Background: an optimization exercise with open tools, aiming at small area, a short achievable clock period and few clock cycles. Do not read the settings as production practice.
RTL that was checked went through simulation tests only; none was proved equivalent to the original.
Function not checked in run 2: the RTL went through the layout flow alone.

File: flow/design.v
`timescale 1ns / 1ps
module abs_diff_7(
    input [7:0] x,
    input [7:0] y,
    output [7:0] absdiff
    );
	 assign absdiff = (x>y) ? x-y : y-x;
endmodule
`timescale 1ns / 1ps
module abs_diff_9(
    input [9:0] x,
    input [9:0] y,
    output [9:0] absdiff
    );
	 assign absdiff = (x>y) ? x-y : y-x;
endmodule
`timescale 1ns / 1ps
module abs_val_8
    (input signed [8:0] v,
     output wire [7:0] absv);
     assign absv = (v[8] == 1) ? ((~v)+1) : v;
endmodule
`timescale 1ns / 1ps
module quadrant(
    input signed [8:0] x,
    input signed [8:0] y,
    output [1:0] q
    );
	 wire [1:0] x_p;
	 wire [1:0] x_n;
	 assign x_p = (y >= 0) ? 0 : 3;
	 assign x_n = (y >= 0) ? 1 : 2;
	 assign q = (x >= 0) ? x_p : x_n;
endmodule
`timescale 1ns / 1ps
module polar_to_cartesian
    (input [11:0] r_theta,  
     output reg signed [8:0] x_value,  
     output reg signed [8:0] y_value);
	parameter POS = 9'sb0_0000_0001;
	parameter NEG = 9'sb1_1111_1111;
   parameter ZERO = 9'sb0_0000_0000;
   wire [31:0] rsin_15deg;  
   wire [31:0] rsin_30deg;  
   wire [31:0] rsin_45deg;  
   wire [31:0] rsin_60deg;  
   wire [31:0] rsin_75deg;  
   assign rsin_15deg = (r_theta[7:0]*66) >> 8;  
   assign rsin_30deg = r_theta[7:0] >> 2;  
   assign rsin_45deg = (r_theta[7:0]*181) >> 8;             
   assign rsin_60deg = (r_theta[7:0]*222) >> 8;  
   assign rsin_75deg = (r_theta[7:0]*247) >> 8;
   always @(*) begin
      case (r_theta[11:8])
         4'h1: begin  
            x_value = POS*rsin_75deg[7:0]; 
            y_value = POS*rsin_15deg[7:0];
         end
         4'h2: begin  
            x_value = POS*rsin_60deg[7:0]; 
            y_value = POS*rsin_30deg[7:0];
         end
         4'h3: begin  
            x_value = POS*rsin_45deg[7:0]; 
            y_value = POS*rsin_45deg[7:0];
         end
         4'h4: begin  
            x_value = POS*rsin_30deg[7:0]; 
            y_value = POS*rsin_60deg[7:0];
         end
         4'h5: begin  
            x_value = POS*rsin_15deg[7:0]; 
            y_value = POS*rsin_75deg[7:0];
         end
         4'h6: begin  
            x_value = POS*ZERO; 
            y_value = POS*r_theta[7:0];
         end
         4'h7: begin  
            x_value = NEG*rsin_15deg[7:0]; 
            y_value = POS*rsin_75deg[7:0];
         end
         4'h8: begin  
            x_value = NEG*rsin_30deg[7:0]; 
            y_value = POS*rsin_60deg[7:0];
         end
         4'h9: begin  
            x_value = NEG*rsin_45deg[7:0]; 
            y_value = POS*rsin_45deg[7:0];
         end
         4'hA: begin  
            x_value = NEG*rsin_60deg[7:0]; 
            y_value = POS*rsin_30deg[7:0];
         end
         4'hB: begin  
            x_value = NEG*rsin_75deg[7:0]; 
            y_value = POS*rsin_15deg[7:0];
         end
         4'hC: begin  
            x_value = NEG*r_theta[7:0]; 
            y_value = ZERO;
         end
         default: begin  
            x_value = POS*r_theta[7:0]; 
            y_value = ZERO;
         end
      endcase
   end
endmodule
`timescale 1ns / 1ps
module calc_abs7rtan_00_75_15
    (input [7:0] r,
     output wire [7:0] abs7rtan_15,
     output wire [7:0] abs7rtan_30,
     output wire [7:0] abs7rtan_45,
     output wire [9:0] abs7rtan_60,
     output wire [9:0] abs7rtan_75);
		wire signed [31:0] rtan_15deg;  
		wire signed [31:0] rtan_30deg;  
		wire signed [31:0] rtan_60deg;  
		wire signed [31:0] rtan_75deg;  
		assign rtan_15deg = (r*16'sh0225) >>> 11;
		assign rtan_30deg = (r*16'sh024f) >>> 10;
		assign rtan_60deg = (r*16'sh0DDB) >>> 11;
		assign rtan_75deg = (r*16'sh1DDB) >>> 11;
		assign abs7rtan_15 = rtan_15deg[7:0];
		assign abs7rtan_30 = rtan_30deg[7:0];
		assign abs7rtan_45 = r;
		assign abs7rtan_60 = rtan_60deg[9:0];
		assign abs7rtan_75 = rtan_75deg[9:0];
endmodule
`timescale 1ns / 1ps
module find_min_5_vals_cascading(
    input [7:0] input1,
    input [7:0] input2,
    input [7:0] input3,
    input [7:0] input4,
    input [7:0] input5,
    output [2:0] output_index
    );
	wire comp1_2;
	wire comp2_3;
	wire comp3_4;
	wire comp4_5;
	assign comp1_2 = input1 >= input2;
	assign comp2_3 = input2 >= input3;
	assign comp3_4 = input3 >= input4;
	assign comp4_5 = input4 >= input5;
	wire is1;
	wire is5;
	wire is2;
	wire is4;
	assign is1 = ((!comp1_2) & (!comp2_3) & (!comp3_4) & (!comp4_5));
	assign is5 = (comp1_2 & comp2_3 & comp3_4 & comp4_5);
	assign is2 = ((!is1) & (!is5) & (!comp2_3) & (!comp3_4));
	assign is4 = ((!is1) & (!is5) & (comp2_3) & (comp3_4));
	assign output_index = is1 ? 3'h1 : (is5 ? 3'h5 : (is2 ? 3'h2 : (is4 ? 3'h4 : 3'h3)));
endmodule
`timescale 1ns / 1ps
module calc_r_y_theta(
   input [7:0] y,
   input [7:0] x,  
   input [3:0] theta,
   output reg [7:0] r);
   wire [31:0] r_15deg;  
   wire [31:0] r_30deg;  
   wire [31:0] r_45deg;  
   wire [31:0] r_60deg;  
   wire [31:0] r_75deg;  
   assign r_15deg = (y*989) >> 10;
   assign r_30deg = y >> 9;
   assign r_45deg = (y*362) >> 10;
   assign r_60deg = (y*296) >> 10;
   assign r_75deg = (y*265) >> 10;
   always @(*) begin
      case(theta)
         1: r = r_15deg[7:0];
         2: r = r_30deg[7:0];
         3: r = r_45deg[7:0];
         4: r = r_60deg[7:0];
         5: r = r_75deg[7:0];
         6: r = y;  
         default: r = x;  
      endcase
   end
endmodule
`timescale 1ns / 1ps
module orientation_math
    (input [11:0] r_theta_original,  
     input [11:0] r_theta_final,  
     input clock,
     input enable,
     input reset,
     output reg done,
     output reg [4:0] orientation);
	parameter DEG360 = 5'h18;
	parameter DEG180 = 5'h0C;
	parameter ERROR_FACTOR = 4;
	reg [3:0] state;
	parameter IDLE 			 	= 4'h0;
	parameter SHORTCUT_TEST		= 4'h1;
	parameter SHORTCUT_TEST_2	= 4'h2;
	parameter PTC					= 4'h3;
	parameter DELTAS				= 4'h4;
	parameter ABS_DELTA_QUAD 	= 4'h5;
	parameter DX_TAN				= 4'h6;
	parameter ABS_DIFF			= 4'h7;
	parameter BASE_ANGLE_CALC	= 4'h8;
	parameter CALC_ORIENTATION	= 4'h9;
	parameter REPORT			 	= 4'hF;
	reg [4:0] original_base_angle;
	reg [4:0] shortcut_quadrant_adjust;
	reg signed [8:0] x_original;
	reg signed [8:0] y_original;
	reg signed [8:0] x_final;
	reg signed [8:0] y_final;
	wire signed [8:0] x_original_t;
	wire signed [8:0] y_original_t;
	wire signed [8:0] x_final_t;
	wire signed [8:0] y_final_t;
	polar_to_cartesian ptc_original (.r_theta(r_theta_original),.x_value(x_original_t),.y_value(y_original_t));
	polar_to_cartesian ptc_final (.r_theta(r_theta_final),.x_value(x_final_t),.y_value(y_final_t));
	reg signed [8:0] delta_y;
	reg signed [8:0] delta_x;
	wire [7:0] abs_delta_x_t;
	wire [7:0] abs_delta_y_t;
	reg [7:0] abs_delta_x;
	reg [7:0] abs_delta_y;
	reg [1:0] quadrant;
	wire [1:0] quadrant_t;
	abs_val_8 absx (.v(delta_x),.absv(abs_delta_x_t));
	abs_val_8 absy (.v(delta_y),.absv(abs_delta_y_t));
	quadrant q1 (.x(delta_x),.y(delta_y),.q(quadrant_t));
	reg [7:0] abs_dx_tan15;
	reg [7:0] abs_dx_tan30;
	reg [7:0] abs_dx_tan45;
	reg [9:0] abs_dx_tan60;
	reg [9:0] abs_dx_tan75;
	wire [7:0] abs_dx_tan15_t;
	wire [7:0] abs_dx_tan30_t;
	wire [7:0] abs_dx_tan45_t;
	wire [9:0] abs_dx_tan60_t;
	wire [9:0] abs_dx_tan75_t;
	calc_abs7rtan_00_75_15 abstan(.r(abs_delta_x),.abs7rtan_15(abs_dx_tan15_t),
											 .abs7rtan_30(abs_dx_tan30_t),.abs7rtan_45(abs_dx_tan45_t),
											 .abs7rtan_60(abs_dx_tan60_t),.abs7rtan_75(abs_dx_tan75_t));
	reg [7:0] diff_15;
	reg [7:0] diff_30;
	reg [7:0] diff_45;
	reg [7:0] diff_60;
	reg [7:0] diff_75;
	wire [7:0] diff_15_t;
	wire [7:0] diff_30_t;
	wire [7:0] diff_45_t;
	wire [9:0] diff_60_t;
	wire [9:0] diff_75_t;
	abs_diff_7 abdiff15 (.y(abs_delta_y),.x(abs_dx_tan15),.absdiff(diff_15_t));
	abs_diff_7 abdiff30 (.y(abs_delta_y),.x(abs_dx_tan30),.absdiff(diff_30_t));
	abs_diff_7 abdiff45 (.y(abs_delta_y),.x(abs_dx_tan45),.absdiff(diff_45_t));
	abs_diff_9 abdiff60 (.y({2'b00,abs_delta_y}),.x(abs_dx_tan60),.absdiff(diff_60_t));
	abs_diff_9 abdiff75 (.y({2'b00,abs_delta_y}),.x(abs_dx_tan75),.absdiff(diff_75_t));
	reg [2:0] base_angle;
	wire [2:0] base_angle_t;
	find_min_5_vals_cascading min5( 	.input1(diff_15),.input2(diff_30),
												.input3(diff_45),.input4(diff_60),
												.input5(diff_75),.output_index(base_angle_t));
   always @(posedge clock) begin
      if (reset) begin
         state <= IDLE;
         done <= 0;
			orientation <= 5'h00;
      end
      else begin
         case(state)
				SHORTCUT_TEST: begin
					if (r_theta_original[11:8] == r_theta_final[11:8]) begin
						original_base_angle <= {1'b0,r_theta_original[11:8]};
						shortcut_quadrant_adjust <= (r_theta_final[7:0] >= r_theta_original[7:0]) ? 0 : 12;
						state <= SHORTCUT_TEST_2;
					end
					else begin
						state <= PTC;
					end
				end
				SHORTCUT_TEST_2: begin
					orientation <= original_base_angle + shortcut_quadrant_adjust;
					state <= REPORT;
				end
				PTC: begin
					x_original <= x_original_t;
					y_original <= y_original_t;
					x_final <= x_final_t;
					y_final <= y_final_t;
					state <= DELTAS;
				end
				DELTAS: begin
					delta_x <= x_final - x_original;
					delta_y <= y_final - y_original;
					state <= ABS_DELTA_QUAD;
				end
				ABS_DELTA_QUAD: begin
					abs_delta_x <= abs_delta_x_t;
					abs_delta_y <= abs_delta_y_t;
					quadrant <= quadrant_t;
					state <= DX_TAN;
				end
				DX_TAN: begin
					if (abs_delta_y <= ERROR_FACTOR) begin
						orientation <= 0 + (delta_x < 0 ? 12 : 0);
						state <= REPORT;
					end
					else if (abs_delta_x <= ERROR_FACTOR) begin
						orientation <= 6 + (delta_y < 0 ? 12 : 0);
						state <= REPORT;
					end
					else begin
						abs_dx_tan15 <= abs_dx_tan15_t;
						abs_dx_tan30 <= abs_dx_tan30_t;
						abs_dx_tan45 <= abs_dx_tan45_t;
						abs_dx_tan60 <= abs_dx_tan60_t;
						abs_dx_tan75 <= abs_dx_tan75_t;
						state <= ABS_DIFF;
					end
				end
				ABS_DIFF: begin
					diff_15 <= diff_15_t;
					diff_30 <= diff_30_t;
					diff_45 <= diff_45_t;
					diff_60 <= diff_60_t > 8'hFF ? 8'hFE : diff_60_t[7:0];  
					diff_75 <= diff_75_t > 8'hFF ? 8'hFF : diff_75_t[7:0];
					state <= BASE_ANGLE_CALC;
   			end
				BASE_ANGLE_CALC: begin
					base_angle <= base_angle_t;
					state <= CALC_ORIENTATION;
				end
				CALC_ORIENTATION: begin
					case(quadrant)
						1: orientation <= (DEG180 - base_angle);  
						2: orientation <= (DEG180 + base_angle);  
						3: orientation <= (DEG360 - base_angle);  
						default: orientation <= base_angle;  
					endcase
					state <= REPORT;
				end
				REPORT: begin
					done <= 1;
					state <= IDLE;
					if (orientation >= DEG360) begin
						orientation <= orientation - DEG360;
					end
				end
				default: begin
					if (enable) begin
						state <= SHORTCUT_TEST;
						done <= 0;
					end
				end
			endcase
		end
	end
endmodule
`timescale 1ns / 1ps
module path_math
    (input [11:0] location,  
     input [11:0] target,  
     input [4:0] current_orientation,  
     input clock,
     input enable,
     input reset,
     output reg done,
     output [4:0] needed_orientation,  
     output [11:0] move_command);  
   wire [7:0] xm_l, ym_l, xm_t, ym_t;
   wire       xs_l, xs_t;
   ptc_mag ptc_l (.r_theta(location), .xm(xm_l), .ym(ym_l), .xs(xs_l));
   ptc_mag ptc_t (.r_theta(target),   .xm(xm_t), .ym(ym_t), .xs(xs_t));
   wire       xsame = (xs_t == xs_l);
   wire [8:0] ex_t = {1'b0, xm_t} + ({1'b0, xm_l} ^ {9{xsame}}) + {8'd0, xsame};
   wire [8:0] dy_t = {1'b0, ym_t} - {1'b0, ym_l};
   reg [8:0] ex, dy;
   reg       exneg, busy;
   always @(posedge clock) begin
      ex <= ex_t;
      dy <= dy_t;
      exneg <= xs_t;
      busy <= enable & ~reset;
   end
   wire       ex_nz = |ex;
   wire       dxneg = exneg ? ((ex_nz & ~ex[8]) | (ex == 9'h100)) : ex[8];
   wire       dyneg = dy[8];
   wire [1:0] quad = {dyneg, dxneg ^ dyneg};  
   wire       sx = ex[8];
   wire       sy = dy[8];
   wire [7:0] ac = ex[7:0] ^ {8{sx}};
   wire [7:0] yc = dy[7:0] ^ {8{sy}};
   wire [7:0] y, a;
   pm_abs ab (.ac(ac), .sx(sx), .yc(yc), .sy(sy), .y(y), .a(a));
   wire ysmall = dy[8] ? (dy[7:0] >= 8'hFC) : (dy[7:0] <= 8'd4);
   wire asmall = ex[8] ? ((ex[7:0] >= 8'hFC) || (ex[7:0] == 8'h00)) : (ex[7:0] <= 8'd4);
   wire c12, c23, c34, c45;
   pm_compare cmp (.a(a), .y(y), .c12(c12), .c23(c23), .c34(c34), .c45(c45));
   wire       same = (location[11:8] == target[11:8]);
   wire [4:0] sum_s = {1'b0, location[11:8]} + ((target[7:0] >= location[7:0]) ? 5'd0 : 5'd12);
   wire [4:0] need_s = (sum_s >= 5'd24) ? sum_s - 5'd24 : sum_s;
   wire       pre = same | ysmall | asmall;
   wire [4:0] need_p = same ? need_s : (ysmall ? (dxneg ? 5'd12 : 5'd0) : (dyneg ? 5'd18 : 5'd6));
   reg  [2:0] ba_p;
   always @(*) begin
      case (quad)
         2'd1: ba_p = 3'd4 - need_p[2:0];
         2'd2: ba_p = need_p[2:0] + 3'd4;
         2'd3: ba_p = 3'd0 - need_p[2:0];
         default: ba_p = need_p[2:0];
      endcase
   end
   wire use_a = pre & ((ba_p == 3'd0) | (ba_p == 3'd7));
   reg       r_c12, r_c23, r_c34, r_c45, r_pre;
   reg [1:0] r_quad;
   reg [4:0] r_need_p, cur;
   reg [7:0] ry;
   always @(posedge clock) begin
      if (reset) begin
         done <= 1'b0;
      end else if (busy) begin
         done <= 1'b1;
      end else if (enable) begin
         done <= 1'b0;
      end
      if (busy) begin
         r_c12 <= c12;
         r_c23 <= c23;
         r_c34 <= c34;
         r_c45 <= c45;
         r_pre <= pre;
         r_quad <= quad;
         r_need_p <= need_p;
         cur <= current_orientation;
         ry <= use_a ? a : y;
      end
   end
   wire is1 = ~r_c12 & ~r_c23 & ~r_c34 & ~r_c45;
   wire is5 = r_c12 & r_c23 & r_c34 & r_c45;
   wire is2 = ~is1 & ~is5 & ~r_c23 & ~r_c34;
   wire is4 = ~is1 & ~is5 & r_c23 & r_c34;
   wire [2:0] b = is1 ? 3'd1 : (is5 ? 3'd5 : (is2 ? 3'd2 : (is4 ? 3'd4 : 3'd3)));
   reg [4:0] need_n;
   always @(*) begin
      case (r_quad)
         2'd1: need_n = 5'd12 - b;
         2'd2: need_n = 5'd12 + b;
         2'd3: need_n = 5'd24 - b;
         default: need_n = {2'b00, b};
      endcase
   end
   wire [4:0] need = r_pre ? r_need_p : need_n;
   reg  [2:0] ba_o;
   always @(*) begin
      case (r_quad)
         2'd1: ba_o = 3'd4 - r_need_p[2:0];
         2'd2: ba_o = r_need_p[2:0] + 3'd4;
         2'd3: ba_o = 3'd0 - r_need_p[2:0];
         default: ba_o = r_need_p[2:0];
      endcase
   end
   wire [2:0] ba = r_pre ? ba_o : b;
   wire [6:0] d1, d3, d4, d5;
   pm_distance dd (.y(ry), .d1(d1), .d3(d3), .d4(d4), .d5(d5));
   reg  [6:0]  dist_v;
   always @(*) begin
      case (ba)
         3'd1: dist_v = d1;
         3'd2: dist_v = 7'd0;
         3'd3: dist_v = d3;
         3'd4: dist_v = d4;
         3'd5: dist_v = d5;
         default: dist_v = ry[6:0];   
      endcase
   end
   wire [4:0] angle = need - cur + ((cur > need) ? 5'd24 : 5'd0);
   assign needed_orientation = need;
   assign move_command = {angle, dist_v};
endmodule
module ptc_mag
    (input [11:0] r_theta,
     output reg [7:0] xm,
     output reg [7:0] ym,
     output xs);
   wire [7:0] r = r_theta[7:0];
   wire [3:0] t = r_theta[11:8];
   wire [6:0] m15;                    
   wire [7:0] m30 = {2'b00, r[7:2]};
   wire [7:0] m45, m60, m75;          
   pm_ptc_products pp (.r(r), .m15(m15), .m45(m45), .m60(m60), .m75(m75));
   wire [2:0] k = (t <= 4'd6) ? t[2:0] : ((t <= 4'd12) ? 3'd4 - t[2:0] : 3'd0);
   assign xs = (t >= 4'd7) && (t <= 4'd12);
   always @(*) begin
      case (k)
        3'd1: begin xm = m75; ym = {1'b0, m15}; end
        3'd2: begin xm = m60; ym = m30; end
        3'd3: begin xm = m45; ym = m45; end
        3'd4: begin xm = m30; ym = m60; end
        3'd5: begin xm = {1'b0, m15}; ym = m75; end
        3'd6: begin xm = 8'd0; ym = r; end
        default: begin xm = r; ym = 8'd0; end
      endcase
   end
endmodule
module pm_ptc_products
   (input [7:0] r,
    output [6:0] m15,
    output [7:0] m45,
    output [7:0] m60,
    output [7:0] m75);
   wire p_1;
   wire p_2;
   wire p_3;
   wire p_4;
   wire p_5;
   wire p_6;
   wire p_7;
   wire p_8;
   wire p_9;
   wire p_10;
   wire p_11;
   wire p_12;
   wire p_13;
   wire p_14;
   wire p_15;
   wire p_16;
   wire p_17;
   wire p_18;
   wire p_19;
   wire p_20;
   wire p_21;
   wire p_22;
   wire p_23;
   wire p_24;
   wire p_25;
   wire p_26;
   wire p_27;
   wire p_28;
   wire p_29;
   wire p_30;
   wire p_31;
   wire p_32;
   wire p_33;
   wire p_34;
   wire p_35;
   wire p_36;
   wire p_37;
   wire p_38;
   wire p_40;
   wire p_41;
   wire p_42;
   wire p_43;
   wire p_44;
   wire p_45;
   wire p_46;
   wire p_47;
   wire p_48;
   wire p_49;
   wire p_50;
   wire p_51;
   wire p_52;
   wire p_53;
   wire p_54;
   wire p_55;
   wire p_56;
   wire p_57;
   wire p_58;
   wire p_59;
   wire p_60;
   wire p_61;
   wire p_62;
   wire p_63;
   wire p_64;
   wire p_65;
   wire p_66;
   wire p_67;
   wire p_68;
   wire p_69;
   wire p_70;
   wire p_71;
   wire p_73;
   wire p_74;
   wire p_75;
   wire p_76;
   wire p_77;
   wire p_78;
   wire p_79;
   wire p_80;
   wire p_81;
   wire p_82;
   wire p_83;
   wire p_84;
   wire p_85;
   wire p_86;
   wire p_87;
   wire p_88;
   wire p_89;
   wire p_90;
   wire p_91;
   wire p_92;
   wire p_93;
   wire p_94;
   wire p_95;
   wire p_96;
   wire p_97;
   wire p_98;
   wire p_99;
   wire p_100;
   wire p_101;
   wire p_102;
   wire p_103;
   wire p_104;
   wire [13:0] p_s0 = {1'b0, r[7], r[6], r[5], r[4], r[3], r[2], r[1], r[0], r[4], r[3], r[2], r[1], r[0]} + {1'b0, 1'b0, 1'b0, 1'b0, 1'b0, 1'b0, r[7], r[6], r[5], 1'b0, 1'b0, 1'b0, 1'b0, 1'b0};
   assign p_1 = r[7] ^ r[5];
   assign p_2 = r[7] & r[5];
   assign p_3 = r[6] ^ r[4];
   assign p_4 = r[6] & r[4];
   assign p_5 = r[7] ^ r[5];
   assign p_6 = r[7] & r[5];
   assign p_7 = r[5] ^ r[3];
   assign p_8 = r[5] & r[3];
   assign p_9 = r[6] ^ r[4] ^ r[2];
   assign p_10 = (r[6] & r[4]) | (r[6] & r[2]) | (r[4] & r[2]);
   assign p_11 = p_1 ^ r[3] ^ r[2];
   assign p_12 = (p_1 & r[3]) | (p_1 & r[2]) | (r[3] & r[2]);
   assign p_13 = p_3 ^ r[3] ^ r[1];
   assign p_14 = (p_3 & r[3]) | (p_3 & r[1]) | (r[3] & r[1]);
   assign p_15 = p_5 ^ r[4] ^ r[2];
   assign p_16 = (p_5 & r[4]) | (p_5 & r[2]) | (r[4] & r[2]);
   assign p_17 = r[6] ^ r[5] ^ r[3];
   assign p_18 = (r[6] & r[5]) | (r[6] & r[3]) | (r[5] & r[3]);
   assign p_19 = r[7] ^ r[6];
   assign p_20 = r[7] & r[6];
   assign p_21 = r[4] ^ r[2];
   assign p_22 = r[4] & r[2];
   assign p_23 = p_7 ^ r[1] ^ r[0];
   assign p_24 = (p_7 & r[1]) | (p_7 & r[0]) | (r[1] & r[0]);
   assign p_25 = p_9 ^ r[1] ^ p_8;
   assign p_26 = (p_9 & r[1]) | (p_9 & p_8) | (r[1] & p_8);
   assign p_27 = p_11 ^ r[0] ^ p_10;
   assign p_28 = (p_11 & r[0]) | (p_11 & p_10) | (r[0] & p_10);
   assign p_29 = p_13 ^ p_2 ^ p_12;
   assign p_30 = (p_13 & p_2) | (p_13 & p_12) | (p_2 & p_12);
   assign p_31 = p_15 ^ p_4 ^ p_14;
   assign p_32 = (p_15 & p_4) | (p_15 & p_14) | (p_4 & p_14);
   assign p_33 = p_17 ^ p_6 ^ p_16;
   assign p_34 = (p_17 & p_6) | (p_17 & p_16) | (p_6 & p_16);
   assign p_35 = p_19 ^ r[4] ^ p_18;
   assign p_36 = (p_19 & r[4]) | (p_19 & p_18) | (r[4] & p_18);
   assign p_37 = r[7] ^ r[5] ^ p_20;
   assign p_38 = (r[7] & r[5]) | (r[7] & p_20) | (r[5] & p_20);
   wire [15:0] p_s39 = {1'b0, r[7], r[6], p_37, p_35, p_33, p_31, p_29, p_27, p_25, p_23, p_21, r[3], r[2], r[1], r[0]} + {1'b0, 1'b0, p_38, p_36, p_34, p_32, p_30, p_28, p_26, p_24, p_22, r[0], r[1], r[0], 1'b0, 1'b0};
   assign p_40 = ~r[0];
   assign p_41 = ~r[1];
   assign p_42 = ~r[2];
   assign p_43 = ~r[3];
   assign p_44 = ~r[4];
   assign p_45 = ~r[0];
   assign p_46 = ~r[5];
   assign p_47 = ~r[1];
   assign p_48 = ~r[6];
   assign p_49 = ~r[2];
   assign p_50 = ~r[7];
   assign p_51 = ~r[3];
   assign p_52 = ~r[4];
   assign p_53 = ~r[5];
   assign p_54 = ~r[6];
   assign p_55 = ~r[7];
   assign p_56 = p_44 ^ p_45;
   assign p_57 = p_44 & p_45;
   assign p_58 = p_46 ^ p_47;
   assign p_59 = p_46 & p_47;
   assign p_60 = p_48 ^ p_49;
   assign p_61 = p_48 & p_49;
   assign p_62 = p_50 ^ p_51 ^ r[0];
   assign p_63 = (p_50 & p_51) | (p_50 & r[0]) | (p_51 & r[0]);
   assign p_64 = p_52 ^ r[1] ^ 1'b1;
   assign p_65 = (p_52 & r[1]) | (p_52 & 1'b1) | (r[1] & 1'b1);
   assign p_66 = p_53 ^ r[2] ^ 1'b1;
   assign p_67 = (p_53 & r[2]) | (p_53 & 1'b1) | (r[2] & 1'b1);
   assign p_68 = p_54 ^ r[3] ^ 1'b1;
   assign p_69 = (p_54 & r[3]) | (p_54 & 1'b1) | (r[3] & 1'b1);
   assign p_70 = p_55 ^ r[4] ^ 1'b1;
   assign p_71 = (p_55 & r[4]) | (p_55 & 1'b1) | (r[4] & 1'b1);
   wire [14:0] p_s72 = {r[7], r[6], r[5], p_70, p_68, p_66, p_64, p_62, p_60, p_58, p_56, p_43, p_42, p_41, p_40} + {1'b1, 1'b1, p_71, p_69, p_67, p_65, p_63, p_61, p_59, p_57, 1'b1, 1'b0, 1'b0, 1'b0, 1'b1};
   assign p_73 = ~r[0];
   assign p_74 = ~r[1];
   assign p_75 = ~r[2];
   assign p_76 = ~r[3];
   assign p_77 = ~r[0];
   assign p_78 = ~r[4];
   assign p_79 = ~r[1];
   assign p_80 = ~r[5];
   assign p_81 = ~r[2];
   assign p_82 = ~r[6];
   assign p_83 = ~r[3];
   assign p_84 = ~r[7];
   assign p_85 = ~r[4];
   assign p_86 = ~r[5];
   assign p_87 = ~r[6];
   assign p_88 = ~r[7];
   assign p_89 = p_76 ^ p_77;
   assign p_90 = p_76 & p_77;
   assign p_91 = p_78 ^ p_79;
   assign p_92 = p_78 & p_79;
   assign p_93 = p_80 ^ p_81;
   assign p_94 = p_80 & p_81;
   assign p_95 = p_82 ^ p_83;
   assign p_96 = p_82 & p_83;
   assign p_97 = p_84 ^ p_85;
   assign p_98 = p_84 & p_85;
   assign p_99 = p_86 ^ r[0] ^ 1'b1;
   assign p_100 = (p_86 & r[0]) | (p_86 & 1'b1) | (r[0] & 1'b1);
   assign p_101 = p_87 ^ r[1] ^ 1'b1;
   assign p_102 = (p_87 & r[1]) | (p_87 & 1'b1) | (r[1] & 1'b1);
   assign p_103 = p_88 ^ r[2] ^ 1'b1;
   assign p_104 = (p_88 & r[2]) | (p_88 & 1'b1) | (r[2] & 1'b1);
   wire [15:0] p_s105 = {r[7], r[6], r[5], r[4], r[3], p_103, p_101, p_99, p_97, p_95, p_93, p_91, p_89, p_75, p_74, p_73} + {1'b1, 1'b1, 1'b1, 1'b1, p_104, p_102, p_100, p_98, p_96, p_94, p_92, p_90, 1'b1, 1'b0, 1'b0, 1'b1};
   assign m15 = {p_s0[13], p_s0[12], p_s0[11], p_s0[10], p_s0[9], p_s0[8], p_s0[7]};
   assign m45 = {p_s39[15], p_s39[14], p_s39[13], p_s39[12], p_s39[11], p_s39[10], p_s39[9], p_s39[8]};
   assign m60 = {p_s72[14], p_s72[13], p_s72[12], p_s72[11], p_s72[10], p_s72[9], p_s72[8], p_s72[7]};
   assign m75 = {p_s105[15], p_s105[14], p_s105[13], p_s105[12], p_s105[11], p_s105[10], p_s105[9], p_s105[8]};
endmodule
module pm_compare
   (input [7:0] a,
    input [7:0] y,
    output c12,
    output c23,
    output c34,
    output c45);
   wire c_0;
   wire c_1;
   wire c_2;
   wire c_3;
   wire c_4;
   wire c_5;
   wire c_6;
   wire c_7;
   wire c_8;
   wire c_9;
   wire c_10;
   wire c_11;
   wire c_12;
   wire c_13;
   wire c_14;
   wire c_15;
   wire c_17;
   wire c_18;
   wire c_19;
   wire c_20;
   wire c_21;
   wire c_22;
   wire c_23;
   wire c_24;
   wire c_25;
   wire c_26;
   wire c_27;
   wire c_28;
   wire c_29;
   wire c_30;
   wire c_31;
   wire c_32;
   wire c_33;
   wire c_34;
   wire c_35;
   wire c_36;
   wire c_37;
   wire c_38;
   wire c_39;
   wire c_40;
   wire c_41;
   wire c_42;
   wire c_43;
   wire c_44;
   wire c_45;
   wire c_46;
   wire c_47;
   wire c_48;
   wire c_49;
   wire c_50;
   wire c_51;
   wire c_52;
   wire c_53;
   wire c_54;
   wire c_55;
   wire c_56;
   wire c_58;
   wire c_59;
   wire c_60;
   wire c_61;
   wire c_62;
   wire c_63;
   wire c_64;
   wire c_66;
   wire c_67;
   wire c_68;
   wire c_69;
   wire c_70;
   wire c_71;
   wire c_72;
   wire c_73;
   wire c_74;
   wire c_75;
   wire c_76;
   wire c_77;
   wire c_78;
   wire c_79;
   wire c_80;
   wire c_81;
   wire c_82;
   wire c_83;
   wire c_84;
   wire c_85;
   wire c_86;
   wire c_87;
   wire c_88;
   wire c_89;
   wire c_90;
   wire c_91;
   wire c_92;
   wire c_93;
   wire c_94;
   wire c_95;
   wire c_96;
   wire c_98;
   wire c_99;
   wire c_100;
   wire c_101;
   wire c_102;
   wire c_103;
   wire c_104;
   wire c_105;
   wire c_107;
   wire c_108;
   wire c_109;
   wire c_110;
   wire c_111;
   wire c_112;
   wire c_113;
   wire c_114;
   wire c_115;
   wire c_116;
   wire c_117;
   wire c_118;
   wire c_119;
   wire c_120;
   wire c_121;
   wire c_122;
   wire c_123;
   wire c_124;
   wire c_125;
   wire c_126;
   wire c_127;
   wire c_128;
   wire c_129;
   wire c_130;
   wire c_131;
   wire c_132;
   wire c_133;
   wire c_134;
   wire c_135;
   wire c_136;
   wire c_137;
   wire c_139;
   wire c_140;
   wire c_141;
   wire c_142;
   wire c_143;
   wire c_144;
   wire c_145;
   wire c_146;
   wire c_147;
   wire c_148;
   wire c_149;
   wire c_150;
   wire c_151;
   wire c_152;
   wire c_153;
   wire c_154;
   wire c_155;
   wire c_156;
   wire c_157;
   wire c_158;
   wire c_159;
   wire c_160;
   wire c_161;
   wire c_162;
   wire c_163;
   wire c_164;
   wire c_165;
   wire c_166;
   wire c_167;
   wire c_168;
   wire c_169;
   wire c_170;
   wire c_172;
   wire c_173;
   wire c_174;
   wire c_175;
   wire c_176;
   wire c_177;
   wire c_178;
   wire c_179;
   wire c_180;
   wire c_181;
   wire c_182;
   wire c_184;
   wire c_185;
   wire c_186;
   wire c_187;
   wire c_188;
   wire c_189;
   wire c_190;
   wire c_191;
   wire c_192;
   wire c_193;
   wire c_194;
   wire c_195;
   wire c_196;
   wire c_197;
   wire c_198;
   wire c_199;
   wire c_200;
   wire c_201;
   wire c_202;
   wire c_203;
   wire c_204;
   wire c_205;
   wire c_206;
   wire c_207;
   wire c_208;
   wire c_209;
   wire c_210;
   wire c_212;
   wire c_213;
   wire c_214;
   wire c_215;
   wire c_216;
   wire c_217;
   wire c_218;
   wire c_219;
   assign c_0 = a[5] ^ a[3];
   assign c_1 = a[5] & a[3];
   assign c_2 = a[6] ^ a[4] ^ a[1];
   assign c_3 = (a[6] & a[4]) | (a[6] & a[1]) | (a[4] & a[1]);
   assign c_4 = a[7] ^ a[5] ^ a[2];
   assign c_5 = (a[7] & a[5]) | (a[7] & a[2]) | (a[5] & a[2]);
   assign c_6 = a[6] ^ a[3];
   assign c_7 = a[6] & a[3];
   assign c_8 = a[7] ^ a[4] ^ a[0];
   assign c_9 = (a[7] & a[4]) | (a[7] & a[0]) | (a[4] & a[0]);
   assign c_10 = a[5] ^ a[1];
   assign c_11 = a[5] & a[1];
   assign c_12 = a[6] ^ a[2];
   assign c_13 = a[6] & a[2];
   assign c_14 = a[7] ^ a[3];
   assign c_15 = a[7] & a[3];
   wire [17:0] c_s16 = {1'b0, a[7], a[6], a[5], a[4], c_14, c_12, c_10, c_8, c_6, c_4, c_2, c_0, a[4], a[3], a[2], a[1], a[0]} + {1'b0, 1'b0, 1'b0, 1'b0, c_15, c_13, c_11, c_9, c_7, c_5, c_3, c_1, a[0], a[2], a[1], a[0], 1'b0, 1'b0};
   assign c_17 = ~a[0];
   assign c_18 = ~a[1];
   assign c_19 = ~a[2];
   assign c_20 = ~a[3];
   assign c_21 = ~a[4];
   assign c_22 = ~a[5];
   assign c_23 = ~a[6];
   assign c_24 = ~a[7];
   assign c_25 = a[5] ^ a[3];
   assign c_26 = a[5] & a[3];
   assign c_27 = a[6] ^ a[4] ^ a[1];
   assign c_28 = (a[6] & a[4]) | (a[6] & a[1]) | (a[4] & a[1]);
   assign c_29 = a[7] ^ a[5] ^ a[2];
   assign c_30 = (a[7] & a[5]) | (a[7] & a[2]) | (a[5] & a[2]);
   assign c_31 = a[6] ^ a[3];
   assign c_32 = a[6] & a[3];
   assign c_33 = a[7] ^ a[4];
   assign c_34 = a[7] & a[4];
   assign c_35 = c_23 ^ a[2];
   assign c_36 = c_23 & a[2];
   assign c_37 = c_24 ^ a[3] ^ a[1];
   assign c_38 = (c_24 & a[3]) | (c_24 & a[1]) | (a[3] & a[1]);
   assign c_39 = a[4] ^ a[2] ^ 1'b1;
   assign c_40 = (a[4] & a[2]) | (a[4] & 1'b1) | (a[2] & 1'b1);
   assign c_41 = c_25 ^ a[0] ^ 1'b1;
   assign c_42 = (c_25 & a[0]) | (c_25 & 1'b1) | (a[0] & 1'b1);
   assign c_43 = c_27 ^ 1'b1 ^ c_26;
   assign c_44 = (c_27 & 1'b1) | (c_27 & c_26) | (1'b1 & c_26);
   assign c_45 = c_29 ^ 1'b1 ^ c_28;
   assign c_46 = (c_29 & 1'b1) | (c_29 & c_28) | (1'b1 & c_28);
   assign c_47 = c_31 ^ 1'b1 ^ c_30;
   assign c_48 = (c_31 & 1'b1) | (c_31 & c_30) | (1'b1 & c_30);
   assign c_49 = c_33 ^ 1'b1 ^ c_32;
   assign c_50 = (c_33 & 1'b1) | (c_33 & c_32) | (1'b1 & c_32);
   assign c_51 = a[5] ^ 1'b1 ^ c_34;
   assign c_52 = (a[5] & 1'b1) | (a[5] & c_34) | (1'b1 & c_34);
   assign c_53 = a[6] ^ 1'b1;
   assign c_54 = a[6] & 1'b1;
   assign c_55 = a[7] ^ 1'b1;
   assign c_56 = a[7] & 1'b1;
   wire [17:0] c_s57 = {1'b1, c_55, c_53, c_51, c_49, c_47, c_45, c_43, c_41, c_39, c_37, c_35, c_22, c_21, c_20, c_19, c_18, c_17} + {c_56, c_54, c_52, c_50, c_48, c_46, c_44, c_42, c_40, c_38, c_36, a[0], a[1], a[0], 1'b0, 1'b0, 1'b0, 1'b1};
   assign c_58 = ~c_s16[11];
   assign c_59 = ~c_s16[12];
   assign c_60 = ~c_s16[13];
   assign c_61 = ~c_s16[14];
   assign c_62 = ~c_s16[15];
   assign c_63 = ~c_s16[16];
   assign c_64 = ~c_s16[17];
   wire [9:0] c_s65 = {1'b1, a[7], a[6], a[5], a[4], a[3], a[2], a[1], a[0], c_58} + {1'b0, 1'b1, 1'b1, c_64, c_63, c_62, c_61, c_60, c_59, 1'b1};
   assign c_66 = ~a[0];
   assign c_67 = ~c_s16[11];
   assign c_68 = ~a[1];
   assign c_69 = ~c_s16[12];
   assign c_70 = ~a[2];
   assign c_71 = ~c_s16[13];
   assign c_72 = ~a[3];
   assign c_73 = ~c_s16[14];
   assign c_74 = ~a[4];
   assign c_75 = ~c_s16[15];
   assign c_76 = ~a[5];
   assign c_77 = ~c_s16[16];
   assign c_78 = ~a[6];
   assign c_79 = ~c_s16[17];
   assign c_80 = ~a[7];
   assign c_81 = c_66 ^ c_67;
   assign c_82 = c_66 & c_67;
   assign c_83 = c_68 ^ c_69;
   assign c_84 = c_68 & c_69;
   assign c_85 = c_70 ^ a[0] ^ c_71;
   assign c_86 = (c_70 & a[0]) | (c_70 & c_71) | (a[0] & c_71);
   assign c_87 = c_72 ^ a[1] ^ c_73;
   assign c_88 = (c_72 & a[1]) | (c_72 & c_73) | (a[1] & c_73);
   assign c_89 = c_74 ^ a[2] ^ c_75;
   assign c_90 = (c_74 & a[2]) | (c_74 & c_75) | (a[2] & c_75);
   assign c_91 = c_76 ^ a[3] ^ c_77;
   assign c_92 = (c_76 & a[3]) | (c_76 & c_77) | (a[3] & c_77);
   assign c_93 = c_78 ^ a[4] ^ c_79;
   assign c_94 = (c_78 & a[4]) | (c_78 & c_79) | (a[4] & c_79);
   assign c_95 = c_80 ^ a[5] ^ 1'b1;
   assign c_96 = (c_80 & a[5]) | (c_80 & 1'b1) | (a[5] & 1'b1);
   wire [10:0] c_s97 = {1'b1, a[7], a[6], c_95, c_93, c_91, c_89, c_87, c_85, c_83, c_81} + {1'b0, 1'b1, c_96, c_94, c_92, c_90, c_88, c_86, c_84, c_82, 1'b1};
   assign c_98 = ~c_s57[10];
   assign c_99 = ~c_s57[11];
   assign c_100 = ~c_s57[12];
   assign c_101 = ~c_s57[13];
   assign c_102 = ~c_s57[14];
   assign c_103 = ~c_s57[15];
   assign c_104 = ~c_s57[16];
   assign c_105 = ~c_s57[17];
   wire [10:0] c_s106 = {1'b1, 1'b1, y[7], y[6], y[5], y[4], y[3], y[2], y[1], y[0], c_98} + {1'b0, 1'b0, 1'b1, c_105, c_104, c_103, c_102, c_101, c_100, c_99, 1'b1};
   assign c_107 = ~c_s16[11];
   assign c_108 = ~c_s16[12];
   assign c_109 = ~c_s16[13];
   assign c_110 = ~c_s16[14];
   assign c_111 = ~c_s16[15];
   assign c_112 = ~c_s16[16];
   assign c_113 = ~c_s16[17];
   assign c_114 = c_s106[0] ^ c_107;
   assign c_115 = c_s106[0] & c_107;
   assign c_116 = c_s106[1] ^ c_108;
   assign c_117 = c_s106[1] & c_108;
   assign c_118 = c_s106[2] ^ c_109;
   assign c_119 = c_s106[2] & c_109;
   assign c_120 = c_s106[3] ^ c_110;
   assign c_121 = c_s106[3] & c_110;
   assign c_122 = c_s106[4] ^ c_111;
   assign c_123 = c_s106[4] & c_111;
   assign c_124 = c_s106[5] ^ c_112;
   assign c_125 = c_s106[5] & c_112;
   assign c_126 = c_s106[6] ^ c_113;
   assign c_127 = c_s106[6] & c_113;
   assign c_128 = c_s106[7] ^ 1'b1;
   assign c_129 = c_s106[7] & 1'b1;
   assign c_130 = c_s106[8] ^ 1'b1;
   assign c_131 = c_s106[8] & 1'b1;
   assign c_132 = c_s106[9] ^ 1'b1;
   assign c_133 = c_s106[9] & 1'b1;
   assign c_134 = c_s106[10] ^ 1'b1;
   assign c_135 = c_s106[10] & 1'b1;
   assign c_136 = c_s106[10] ^ 1'b1;
   assign c_137 = c_s106[10] & 1'b1;
   wire [11:0] c_s138 = {c_136, c_134, c_132, c_130, c_128, c_126, c_124, c_122, c_120, c_118, c_116, c_114} + {c_135, c_133, c_131, c_129, c_127, c_125, c_123, c_121, c_119, c_117, c_115, 1'b1};
   assign c_139 = ~a[0];
   assign c_140 = ~a[1];
   assign c_141 = ~a[2];
   assign c_142 = ~a[3];
   assign c_143 = ~a[4];
   assign c_144 = ~a[5];
   assign c_145 = ~a[6];
   assign c_146 = ~a[7];
   assign c_147 = c_s106[0] ^ c_139;
   assign c_148 = c_s106[0] & c_139;
   assign c_149 = c_s106[1] ^ c_140;
   assign c_150 = c_s106[1] & c_140;
   assign c_151 = c_s106[2] ^ c_141;
   assign c_152 = c_s106[2] & c_141;
   assign c_153 = c_s106[3] ^ c_142;
   assign c_154 = c_s106[3] & c_142;
   assign c_155 = c_s106[4] ^ c_143;
   assign c_156 = c_s106[4] & c_143;
   assign c_157 = c_s106[5] ^ c_144;
   assign c_158 = c_s106[5] & c_144;
   assign c_159 = c_s106[6] ^ c_145;
   assign c_160 = c_s106[6] & c_145;
   assign c_161 = c_s106[7] ^ c_146;
   assign c_162 = c_s106[7] & c_146;
   assign c_163 = c_s106[8] ^ 1'b1;
   assign c_164 = c_s106[8] & 1'b1;
   assign c_165 = c_s106[9] ^ 1'b1;
   assign c_166 = c_s106[9] & 1'b1;
   assign c_167 = c_s106[10] ^ 1'b1;
   assign c_168 = c_s106[10] & 1'b1;
   assign c_169 = c_s106[10] ^ 1'b1;
   assign c_170 = c_s106[10] & 1'b1;
   wire [11:0] c_s171 = {c_169, c_167, c_165, c_163, c_161, c_159, c_157, c_155, c_153, c_151, c_149, c_147} + {c_168, c_166, c_164, c_162, c_160, c_158, c_156, c_154, c_152, c_150, c_148, 1'b1};
   assign c_172 = ~c_s97[0];
   assign c_173 = ~c_s97[1];
   assign c_174 = ~c_s97[2];
   assign c_175 = ~c_s97[3];
   assign c_176 = ~c_s97[4];
   assign c_177 = ~c_s97[5];
   assign c_178 = ~c_s97[6];
   assign c_179 = ~c_s97[7];
   assign c_180 = ~c_s97[8];
   assign c_181 = ~c_s97[9];
   assign c_182 = ~c_s97[10];
   wire [11:0] c_s183 = {1'b1, c_182, c_181, y[7], y[6], y[5], y[4], y[3], y[2], y[1], y[0], c_172} + {1'b0, 1'b0, 1'b0, c_180, c_179, c_178, c_177, c_176, c_175, c_174, c_173, 1'b1};
   assign c_184 = ~c_s97[0];
   assign c_185 = ~c_s97[1];
   assign c_186 = ~c_s97[2];
   assign c_187 = ~c_s97[3];
   assign c_188 = ~c_s97[4];
   assign c_189 = ~c_s97[5];
   assign c_190 = ~c_s97[6];
   assign c_191 = ~c_s97[7];
   assign c_192 = ~c_s97[8];
   assign c_193 = ~c_s97[9];
   assign c_194 = ~c_s97[10];
   assign c_195 = y[0] ^ c_184;
   assign c_196 = y[0] & c_184;
   assign c_197 = y[1] ^ c_185;
   assign c_198 = y[1] & c_185;
   assign c_199 = y[2] ^ c_186;
   assign c_200 = y[2] & c_186;
   assign c_201 = y[3] ^ c_187;
   assign c_202 = y[3] & c_187;
   assign c_203 = y[4] ^ c_188;
   assign c_204 = y[4] & c_188;
   assign c_205 = y[5] ^ c_189;
   assign c_206 = y[5] & c_189;
   assign c_207 = y[6] ^ c_190;
   assign c_208 = y[6] & c_190;
   assign c_209 = y[7] ^ c_191;
   assign c_210 = y[7] & c_191;
   wire [11:0] c_s211 = {1'b1, c_194, c_193, c_192, c_209, c_207, c_205, c_203, c_201, c_199, c_197, c_195} + {1'b0, 1'b0, 1'b0, c_210, c_208, c_206, c_204, c_202, c_200, c_198, c_196, 1'b1};
   assign c_212 = c_s65[0] ^ y[0];
   assign c_213 = c_s65[1] ^ y[1];
   assign c_214 = c_s65[2] ^ y[2];
   assign c_215 = c_s65[3] ^ y[3];
   assign c_216 = c_s65[4] ^ y[4];
   assign c_217 = c_s65[5] ^ y[5];
   assign c_218 = c_s65[6] ^ y[6];
   assign c_219 = c_s65[7] ^ y[7];
   assign c12 = ~c_s138[11];
   assign c23 = ~c_s171[11];
   assign c34 = ~c_s183[11];
   assign c45 = ~c_s211[11] | (~c_s65[9] & c_s65[8] & ~(c_212 | c_213 | c_214 | c_215 | c_216 | c_217 | c_218 | c_219));
endmodule
module pm_distance
   (input [7:0] y,
    output [6:0] d1,
    output [6:0] d3,
    output [6:0] d4,
    output [6:0] d5);
   wire q_1;
   wire q_2;
   wire q_3;
   wire q_4;
   wire q_5;
   wire q_6;
   wire q_7;
   wire q_8;
   wire q_9;
   wire q_10;
   wire q_11;
   wire q_12;
   wire q_13;
   wire q_14;
   wire q_15;
   wire q_16;
   wire q_17;
   wire q_18;
   wire q_19;
   wire q_20;
   wire q_21;
   wire q_22;
   wire q_23;
   wire q_24;
   wire q_26;
   wire q_27;
   wire q_28;
   wire q_29;
   wire q_30;
   wire q_31;
   wire q_32;
   wire q_33;
   wire q_34;
   wire q_35;
   wire q_36;
   wire q_37;
   wire q_38;
   wire q_39;
   wire q_40;
   wire q_41;
   wire q_42;
   wire q_43;
   wire q_44;
   wire q_45;
   wire [11:0] q_s0 = {1'b0, y[7], y[6], y[5], y[4], y[3], y[2], y[1], y[0], y[2], y[1], y[0]} + {1'b0, 1'b0, 1'b0, 1'b0, y[7], y[6], y[5], y[4], y[3], 1'b0, 1'b0, 1'b0};
   assign q_1 = ~q_s0[0];
   assign q_2 = ~q_s0[1];
   assign q_3 = ~q_s0[2];
   assign q_4 = ~q_s0[3];
   assign q_5 = ~q_s0[4];
   assign q_6 = ~q_s0[5];
   assign q_7 = ~q_s0[6];
   assign q_8 = ~q_s0[7];
   assign q_9 = ~q_s0[8];
   assign q_10 = ~q_s0[9];
   assign q_11 = ~q_s0[10];
   assign q_12 = ~q_s0[11];
   assign q_13 = q_1 ^ y[2];
   assign q_14 = q_1 & y[2];
   assign q_15 = q_2 ^ y[3];
   assign q_16 = q_2 & y[3];
   assign q_17 = q_3 ^ y[4];
   assign q_18 = q_3 & y[4];
   assign q_19 = q_4 ^ y[5];
   assign q_20 = q_4 & y[5];
   assign q_21 = q_5 ^ y[6];
   assign q_22 = q_5 & y[6];
   assign q_23 = q_6 ^ y[7];
   assign q_24 = q_6 & y[7];
   wire [16:0] q_s25 = {y[6], y[5], y[4], y[3], y[2], y[1], y[0], q_8, q_7, q_23, q_21, q_19, q_17, q_15, q_13, y[1], y[0]} + {1'b1, 1'b1, 1'b1, q_12, q_11, q_10, q_9, 1'b0, q_24, q_22, q_20, q_18, q_16, q_14, 1'b1, 1'b0, 1'b0};
   assign q_26 = q_s0[0] ^ q_s0[2];
   assign q_27 = q_s0[0] & q_s0[2];
   assign q_28 = q_s0[1] ^ q_s0[3] ^ y[5];
   assign q_29 = (q_s0[1] & q_s0[3]) | (q_s0[1] & y[5]) | (q_s0[3] & y[5]);
   assign q_30 = q_s0[2] ^ q_s0[4] ^ y[6];
   assign q_31 = (q_s0[2] & q_s0[4]) | (q_s0[2] & y[6]) | (q_s0[4] & y[6]);
   assign q_32 = q_s0[3] ^ q_s0[5] ^ y[7];
   assign q_33 = (q_s0[3] & q_s0[5]) | (q_s0[3] & y[7]) | (q_s0[5] & y[7]);
   assign q_34 = q_s0[4] ^ q_s0[6];
   assign q_35 = q_s0[4] & q_s0[6];
   assign q_36 = q_s0[5] ^ q_s0[7];
   assign q_37 = q_s0[5] & q_s0[7];
   assign q_38 = q_s0[6] ^ q_s0[8];
   assign q_39 = q_s0[6] & q_s0[8];
   assign q_40 = q_s0[7] ^ q_s0[9];
   assign q_41 = q_s0[7] & q_s0[9];
   assign q_42 = q_s0[8] ^ q_s0[10];
   assign q_43 = q_s0[8] & q_s0[10];
   assign q_44 = q_s0[9] ^ q_s0[11];
   assign q_45 = q_s0[9] & q_s0[11];
   wire [15:0] q_s46 = {q_s0[11], q_s0[10], q_44, q_42, q_40, q_38, q_36, q_34, q_32, q_30, q_28, q_26, q_s0[1], q_s0[0], y[1], y[0]} + {1'b0, q_45, q_43, q_41, q_39, q_37, q_35, q_33, q_31, q_29, q_27, y[4], y[3], y[2], 1'b0, 1'b0};
   wire [13:0] q_s47 = {q_s0[11], q_s0[10], q_s0[9], q_s0[8], q_s0[7], q_s0[6], q_s0[5], q_s0[4], q_s0[3], q_s0[2], q_s0[1], q_s0[0], y[1], y[0]} + {1'b0, 1'b0, 1'b0, 1'b0, 1'b0, 1'b0, y[7], y[6], y[5], y[4], y[3], y[2], 1'b0, 1'b0};
   wire [16:0] q_s48 = {1'b0, y[7], y[6], y[5], y[4], y[3], y[2], y[1], y[0], q_s0[7], q_s0[6], q_s0[5], q_s0[4], q_s0[3], q_s0[2], q_s0[1], q_s0[0]} + {1'b0, 1'b0, 1'b0, 1'b0, 1'b0, q_s0[11], q_s0[10], q_s0[9], q_s0[8], 1'b0, 1'b0, 1'b0, 1'b0, 1'b0, 1'b0, 1'b0, 1'b0};
   assign d1 = {q_s25[16], q_s25[15], q_s25[14], q_s25[13], q_s25[12], q_s25[11], q_s25[10]};
   assign d3 = {q_s46[15], q_s46[14], q_s46[13], q_s46[12], q_s46[11], q_s46[10], q_s46[9]};
   assign d4 = {q_s47[13], q_s47[12], q_s47[11], q_s47[10], q_s47[9], q_s47[8], q_s47[7]};
   assign d5 = {q_s48[16], q_s48[15], q_s48[14], q_s48[13], q_s48[12], q_s48[11], q_s48[10]};
endmodule
module pm_abs
   (input [7:0] ac,
    input sx,
    input [7:0] yc,
    input sy,
    output [7:0] y,
    output [7:0] a);
   wire [7:0] i_s0 = {yc[7], yc[6], yc[5], yc[4], yc[3], yc[2], yc[1], yc[0]} + {1'b0, 1'b0, 1'b0, 1'b0, 1'b0, 1'b0, 1'b0, sy};
   wire [7:0] i_s1 = {ac[7], ac[6], ac[5], ac[4], ac[3], ac[2], ac[1], ac[0]} + {1'b0, 1'b0, 1'b0, 1'b0, 1'b0, 1'b0, 1'b0, sx};
   assign y = {i_s0[7], i_s0[6], i_s0[5], i_s0[4], i_s0[3], i_s0[2], i_s0[1], i_s0[0]};
   assign a = {i_s1[7], i_s1[6], i_s1[5], i_s1[4], i_s1[3], i_s1[2], i_s1[1], i_s1[0]};
endmodule
File: flow/run.sh
#!/bin/bash
# synth_recipe.tcl (not shown) runs the flow's synth.tcl, then flattens the netlist and writes it again
# the make line also repeats each setting of config.mk as NAME=value (left out here)
make -C /OpenROAD-flow-scripts/flow DESIGN_CONFIG=/design/flow/config.mk WORK_HOME=/design/flow/orfs CLKGATE_MAP_FILE= SYNTH_SCRIPT=/design/flow/synth_recipe.tcl finish
File: flow/config.mk
export PLATFORM = sky130hd
export DESIGN_NAME = path_math
export DESIGN_NICKNAME = path_math
export VERILOG_FILES = /design/flow/design.v
export SDC_FILE = /design/flow/constraint.sdc
export NUM_CORES = 4
export LEC_CHECK = 0
export CAP_MARGIN = 5
export CORE_MARGIN = 2
export CORE_UTILIZATION = 60
export SETUP_SLACK_MARGIN = 5
export SLEW_MARGIN = 5
File: flow/constraint.sdc
create_clock -name core_clock -period 12.0 [get_ports {clock}]
set_input_delay 2.4000 -clock core_clock [delete_from_list [all_inputs] [get_ports {clock}]]
set_output_delay 2.4000 -clock core_clock [all_outputs]
set_load 0.01 [all_outputs]
==> impl_metrics.ini, run 1 <==
[status]
outcome = timing/DRC/antenna clean

[route]
via_per_inst = 6.06
ant_nets = 0
vias = 13200
wl_per_cell_um = 17.7
drt-total-wl_um = 38600
drt-initial-drc-count = 907
drt_pre_antenna_iters = 5
drc = 0

[logic_synthesis]
synth_cell_types = 95
syn_inst = 1762
synth_top_area_share = 0.287
synthAdderAreaFrac = 0.349
syn_area_per_cell_um2 = 7.98
synthTopCellsByArea = ha_1 29%, xnor2_1 6.3%, fa_1 6.0%, inv_1 5.4%, edfxtp_1 5.3%
synth_compound_area_frac = 0.231
synth_top_area_cell = ha_1
synthFlopType = edfxtp_1
ys_warn_count = 2
synth-async-reset-ratio = 0
ys_seq_area_frac = 0.0833
synth-seq-cells = 46
yosys.area_share.simple = 0.157
synth.cell_area_um2 = 14100
synth_edf_count = 25
synth_top_family_by_area = adder cells
syn_nets = 2158
synth-xor-area-share = 0.0977
synthMuxAreaShare = 0.0137

[final_layout]
final_common_cell = ha_1
layout_common_cells = 309 x ha_1, 189 x inv_1, 117 x a21oi_1, 97 x nor2_1, 96 x xnor2_1
diodes = 0
nets = 2251
drive_above_1_share = 0.143
synthToLayoutAreaGrowth_pct = 16.4

[sta]
fin_crit_ns = 7.00
fin_setup_tns_ns = 0
worst_pin_slew_ns = 1.10
rsz0062_at_grt = true
hold_viol = 0
drv_slew = 0
fin_skew_ns = 0.00607
period_share = 0.584
finalSetupViolCount = 0
relSlewSlack = 0.266
fmax_ghz = 0.143

[floorplan]
die_h_um = 157
start_util = 0.604
io_pins = 50
fp.dieW_um = 157
rows = 56
dieArea_um2 = 24700
core_um2 = 23300

[place]
dp_hpwl_um = 29700
port_buffers = 49
gp_congestion = 0.923

[global_routing]
grt_max_degree = 27
first_global_vias = 12600
grt_remaining_overflow = 0
grt_antenna_before_repair = 0
gr-usage-all-layers = 0.304
grt_first_pass_wirelength_um = 61700

[clocking]
htree_levels = 2
numCtsBuffers = 5
cts_tree = yes
ctsHoldBuffers = 0
cts.sinks = 46
clk_pin_slew_ns = 0.07
clockBufferDepth = 2
root_buffer = clkbuf_16
clk_latency_ns = 0.29

[min_path]
hold_class = flop to flop

[worst_setup_path]
cp.arrival_ns = 7.17
crit_type = input pin to flop
crit_fanout = 5
startpoint_type = input pin
cp.required_ns = 12.17
cp-end-kind = flop

[flow_run]
maxCapViolations = 0
-- cell usage after synthesis, drive strengths merged (24+ instances only) --
master  instances
ha            322
inv           204
a21oi         144
xnor2         101
nor2          100
o21ai          93
nand2          89
xor2           55
a21o           48
fa             42
nor3           41
clkbuf         39
nand3          32
nand2b         26
edfxtp         25
o21a           25
nor2b          24
-- routing by layer --
| metal | global-route usage | vias to the layer above | wire (um) |
|---|---|---|---|
| li1 | - | 6540 | - |
| met2 | 0.543 | 357 | 18900 |
| met3 | 0.0339 | 77 | 1810 |
| met1 | 0.387 | 6215 | 16800 |
| met5 | 0 | - | 0 |
| met4 | 0.0879 | 0 | 1040 |
-- stage by stage --
| step | cells | setup slack [ns] | area, um^2 | hold WS (ns) | utilization |
|---|---|---|---|---|---|
| global placement | 2094 | 3.77 | 14800 | 0.481 | 0.638 |
| global route | 2175 | 4.81 | 16400 | 0.571 | 0.703 |
| detailed placement | 2094 | 3.63 | 14800 | 0.492 | 0.638 |
| finish | 2175 | 5.00 | 16400 | 0.503 | 0.703 |
| floorplan | 1762 | 5.02 | 14100 | 0.489 | - |
| CTS | 2140 | 4.96 | 15700 | 0.507 | 0.673 |
-- area by class of cell --
| class | instances | area [um^2] |
|---|---|---|
| sequential | 46 | 1180 |
| timing repair buffer | 136 | 1240 |
| inverter | 205 | 798 |
| clock inverter | 2 | 13.8 |
| fill | 1941 | 6910 |
| tap | 319 | 399 |
| multi-input combinational | 1461 | 12600 |
| clock buffer | 6 | 150 |
-- state kept, by name, indices dropped and copies added, names as in the netlist --
name,flops
cur,5
exneg,1
r_c23,1
r_quad,2
r_pre,1
r_c34,1
busy,1
ry,8
r_c45,1
dy,9
r_need_p,5
r_c12,1
done,1
ex,9
-- final timing paths --
check                    startpoint                 to  slack (ns)  cells after the start
setup / recovery        location[5]      ex[8]$_DFF_P_        5.00                     25
hold / removal    done$_SDFFE_PP0P_  done$_SDFFE_PP0P_        0.50                      2
setup reg to reg      ex[8]$_DFF_P_    r_c45$_DFFE_PP_        5.25                     29
hold reg to reg   done$_SDFFE_PP0P_  done$_SDFFE_PP0P_        0.50                      2
-- cell families after synthesis --
kind of cell               after synthesis
DFF                                     46
adders and majority gates              367
and+or+nand+nor                        427
muxes                                   18
AOI/OAI and AO/OA                      493
buffers and inverters                  255
xor gates and xnor gates               156
-- critical path: stages --
cell and delay [ns]:
buf_8 0.10, buf_12 0.12, ha_4 0.28, inv_4 0.04, fa_1 0.55, inv_2 0.04
fa_1 0.48, ha_4 0.30, nand3_2 0.07, a21oi_2 0.15, o21ai_2 0.11, a211oi_4 0.30
o21ai_2 0.10, nor3b_4 0.16, or4_4 0.55, o21ai_2 0.14, a21oi_2 0.08, xnor2_1 0.14
ha_1 0.38, inv_1 0.06, o21bai_1 0.15, a21oi_2 0.09, o21bai_1 0.18, a21oi_2 0.08
xnor2_1 0.11
-- repair_timing --
| action | 4_1_cts | 5_1_grt |
|---|---|---|
| resized for setup | 124 | 112 |
| pin swaps | 29 | 54 |
| gates cloned | 2 | 0 |
| setup buffers | 36 | 35 |
| endpoints found under the setup margin | 27 | 28 |
Testbench counts, summed over its fixed seeds: cycles 32,000.
==> run 2: changes to the inputs <==
--- a/flow/design.v
+++ b/flow/design.v
@@ -377,14 +377,28 @@
    ptc_mag ptc_t (.r_theta(target),   .xm(xm_t), .ym(ym_t), .xs(xs_t));
    wire       xsame = (xs_t == xs_l);
-   wire [8:0] ex_t = {1'b0, xm_t} + ({1'b0, xm_l} ^ {9{xsame}}) + {8'd0, xsame};
-   wire [8:0] dy_t = {1'b0, ym_t} - {1'b0, ym_l};
-   reg [8:0] ex, dy;
+   wire [8:0] ex_a = {1'b0, xm_t};
+   wire [8:0] ex_b = {1'b0, xm_l} ^ {9{xsame}};
+   wire [8:0] dy_a = {1'b0, ym_t};
+   wire [8:0] dy_b = ~{1'b0, ym_l};
+   wire [4:0] ex_lo_t = {1'b0, ex_a[3:0]} + {1'b0, ex_b[3:0]} + {4'd0, xsame};
+   wire [4:0] dy_lo_t = {1'b0, dy_a[3:0]} + {1'b0, dy_b[3:0]} + 5'd1;
+   reg [4:0] ex_lo, dy_lo;
+   reg [3:0] exa_hi, dya_hi;
+   reg [4:0] exb_hi, dyb_hi;
    reg       exneg, busy;
    always @(posedge clock) begin
-      ex <= ex_t;
-      dy <= dy_t;
+      ex_lo <= ex_lo_t;
+      dy_lo <= dy_lo_t;
+      exa_hi <= ex_a[7:4];
+      exb_hi <= ex_b[8:4];
+      dya_hi <= dy_a[7:4];
+      dyb_hi <= dy_b[8:4];
       exneg <= xs_t;
       busy <= enable & ~reset;
    end
+   wire [4:0] ex_hi = {1'b0, exa_hi} + exb_hi + {4'd0, ex_lo[4]};
+   wire [4:0] dy_hi = {1'b0, dya_hi} + dyb_hi + {4'd0, dy_lo[4]};
+   wire [8:0] ex = {ex_hi, ex_lo[3:0]};
+   wire [8:0] dy = {dy_hi, dy_lo[3:0]};
    wire       ex_nz = |ex;
    wire       dxneg = exneg ? ((ex_nz & ~ex[8]) | (ex == 9'h100)) : ex[8];
==> run 2 against run 1 <==
  * Still clean on timing, DRC and antenna
  * First-iteration DRC count up 5.2%
  * Die area up 1.2%
  * Worst setup slack worse by 0.36 ns
  * Core utilization up 1.6 points
  * Maximum frequency down 4.9%
  * Critical path type is now flop to flop
  * Largest cell class unchanged
  * Highest routed layer is now met5
==> impl_metrics.ini, run 2 <==
[logic_synthesis]
synth_compound_area_frac = 0.224
synth_edf_count = 25
synth-seq-cells = 55
synth_top_area_cell = ha_1
synthMuxAreaShare = 0.0126
synth_cell_types = 93
yosysMostFrequentCell = ha_1
syn_nets = 2162
syn_area_per_cell_um2 = 8.07
synthAdderAreaFrac = 0.351
synth.cell_area_um2 = 14200
ys_warn_count = 2
synthTopCellsByArea = ha_1 28%, xnor2_1 6.9%, fa_1 6.5%, edfxtp_1 5.3%, inv_1 5.1%
synth_common_cells = 322 x ha_1, 195 x inv_1, 133 x a21oi_1
synth-async-reset-ratio = 0
yosys.area_share.simple = 0.152
synthFlopType = dfxtp_1
synth-xor-area-share = 0.101
synth_top_area_share = 0.283
synth_top_family_by_area = adder cells
ys_seq_area_frac = 0.0950
syn_inst = 1762

[status]
outcome = timing/DRC/antenna clean

[global_routing]
grt_first_pass_wirelength_um = 61500
gr-usage-all-layers = 0.304
grt_antenna_before_repair = 1
grt_max_degree = 27
first_global_vias = 12600
grt_remaining_overflow = 0

[final_layout]
layout_common_cells = 302 x ha_1, 180 x inv_1, 117 x nand2_1, 116 x nor2_1, 110 x a21oi_1
diodes = 0
fill_cells = 1851
synthToLayoutAreaGrowth_pct = 18.2
multiInputGateArea_um2 = 12800
final_area_um2 = 16800
drive_above_1_share = 0.159
register_area_um2 = 1360
fin_util = 0.719
top_register = ry
nets = 2288
largest_reg_flops = 8
final_common_cell = ha_1

[route]
ant_nets = 0
vias = 13300
via_per_inst = 6.04
drt_pre_antenna_iters = 7
drt-total-wl_um = 39200
wl_per_cell_um = 17.8
drc = 0
drt-initial-drc-count = 954

[worst_setup_path]
startpoint_type = flop
path_delay_family = compound AO/OA/AOI/OAI gates
cp-end-kind = flop
critical-path-slowest-cell = fa_1
cp_num_buf_inv = 4
crit_type = flop to flop
crit_fanout = 7
cp.required_ns = 12.05
cp_slowest_stage_delay_ns = 0.50
cp.arrival_ns = 7.42

[place]
dpl_cell_area_um2 = 15200
dp_hpwl_um = 29300
gp_congestion = 0.930
port_buffers = 49

[flow_run]
maxCapViolations = 0

[floorplan]
core_um2 = 23400
fp.dieW_um = 158
rows = 56
die_h_um = 158
io_pins = 50
start_util = 0.608
dieArea_um2 = 25000

[clocking]
clk_latency_ns = 0.30
root_buffer = clkbuf_16
cts.sinks = 55
cts_tree = yes
numCtsBuffers = 5
ctsHoldBuffers = 0
htree_levels = 2
clockBufferDepth = 2
clk_pin_slew_ns = 0.08

[sta]
finalSetupViolCount = 0
hold_viol = 0
fin_crit_ns = 7.36
relSlewSlack = 0.234
fin_setup_tns_ns = 0
worst_pin_slew_ns = 1.15
fin_skew_ns = 0.00666
fmax_ghz = 0.136
rsz0062_at_grt = true
period_share = 0.614
drv_slew = 0

[min_path]
hold_class = flop to flop
[run 2: cell count changes after synthesis, sizes merged, moves of 9 or more]
cell / delta
o21ai: +19
dfxtp: +9
xnor2: +14
nand2: +29
xor2: -14
a22oi: -9
nor2: +20
[run 2: metrics by stage]
stage          hold slack [ns]  worst slack [ns]  std cells
3_5_place_dp             0.497              3.69       2106
6_report                 0.504              4.64       2208
3_3_place_gp             0.475              3.85       2106
5_1_grt                  0.591              4.34       2208
4_1_cts                  0.516              4.90       2169
2_1_floorplan            0.525              4.52       1762
[run 2: timing repair]
item,in CTS,in global routing
setup buffers,55,39
gates cloned,0,0
resized for setup,103,95
pin swaps,53,37
endpoints found under the setup margin,27,21
[run 2: area by class of cell]
| type | instances | share of cell area |
|---|---|---|
| Clock buffer | 5 | 0.00744 |
| Clock inverter | 3 | 0.00201 |
| Inverter | 202 | 0.0473 |
| Multi-Input combinational cell | 1466 | 0.761 |
| Sequential cell | 55 | 0.0806 |
| Tap cell | 319 | 0.0237 |
| Timing Repair Buffer | 158 | 0.0782 |
[run 2: cells by family after synthesis]
logic type      Yosys count
xor+xnor                157
fa+ha+maj               372
compound gates          477
flops                    55
buf+inv                 241
simple gates            446
mux                      14
[run 2: worst register-to-register path: cells and delay by family (launching register included)]
kind,cells,cell delay [ns]
AO/OA/AOI/OAI,15,2.41
flip-flops,1,0.34
adder cells (fa/ha/maj),8,2.33
buffers and inverters,4,0.46
XOR/XNOR,5,0.91
AND/OR/NAND/NOR,4,0.69
[run 2: final timing paths]
kind,start,end,slack (ns),cells after the start
worst max-delay path,ex_lo[4]$_DFF_P_,r_c45$_DFFE_PP_,4.64,36
worst min-delay path,done$_SDFFE_PP0P_,done$_SDFFE_PP0P_,0.50,2
worst max register to register,ex_lo[4]$_DFF_P_,r_c45$_DFFE_PP_,4.64,36
worst min register to register,done$_SDFFE_PP0P_,done$_SDFFE_PP0P_,0.50,2
[run 2: per-layer routing]
| metal | GRT usage | up-vias | routed length (um) |
|---|---|---|---|
| met1 | 0.378 | 6304 | 16600 |
| met2 | 0.547 | 371 | 19700 |
| met3 | 0.0304 | 96 | 1660 |
| li1 | - | 6559 | - |
| met5 | 0 | - | 11 |
| met4 | 0.104 | 2 | 1300 |

==> afterwards: timing with drivers on the ports <==
The flow's constraints put no driver on any port. The routed layouts listed below were extracted and timed again, unchanged, in two steps.
Step 1 assumes that a clkbuf_16 drives the clock port and a buf_2 every other input.
Step 2 moves the port delays by t, midway between the first and last clock arrival at a register: inputs arrive t later, outputs are due t later. That takes back most of the time a late clock gives input paths.
Three values: no drivers, after step 1, after step 2; two values: the first two.
run	t (ns)	slack for setup (ns)	worst slew at a driven data input, ns
run 1	0.318	4.995 / 4.989 / 4.671	0.05
run 2	0.333	4.635 / 4.635 / 4.635	0.06
After both steps every run listed still meets setup and hold. The setup slack of run 1, which loses most, moves by -0.006 ns with the drivers and by -0.324 ns with both steps.
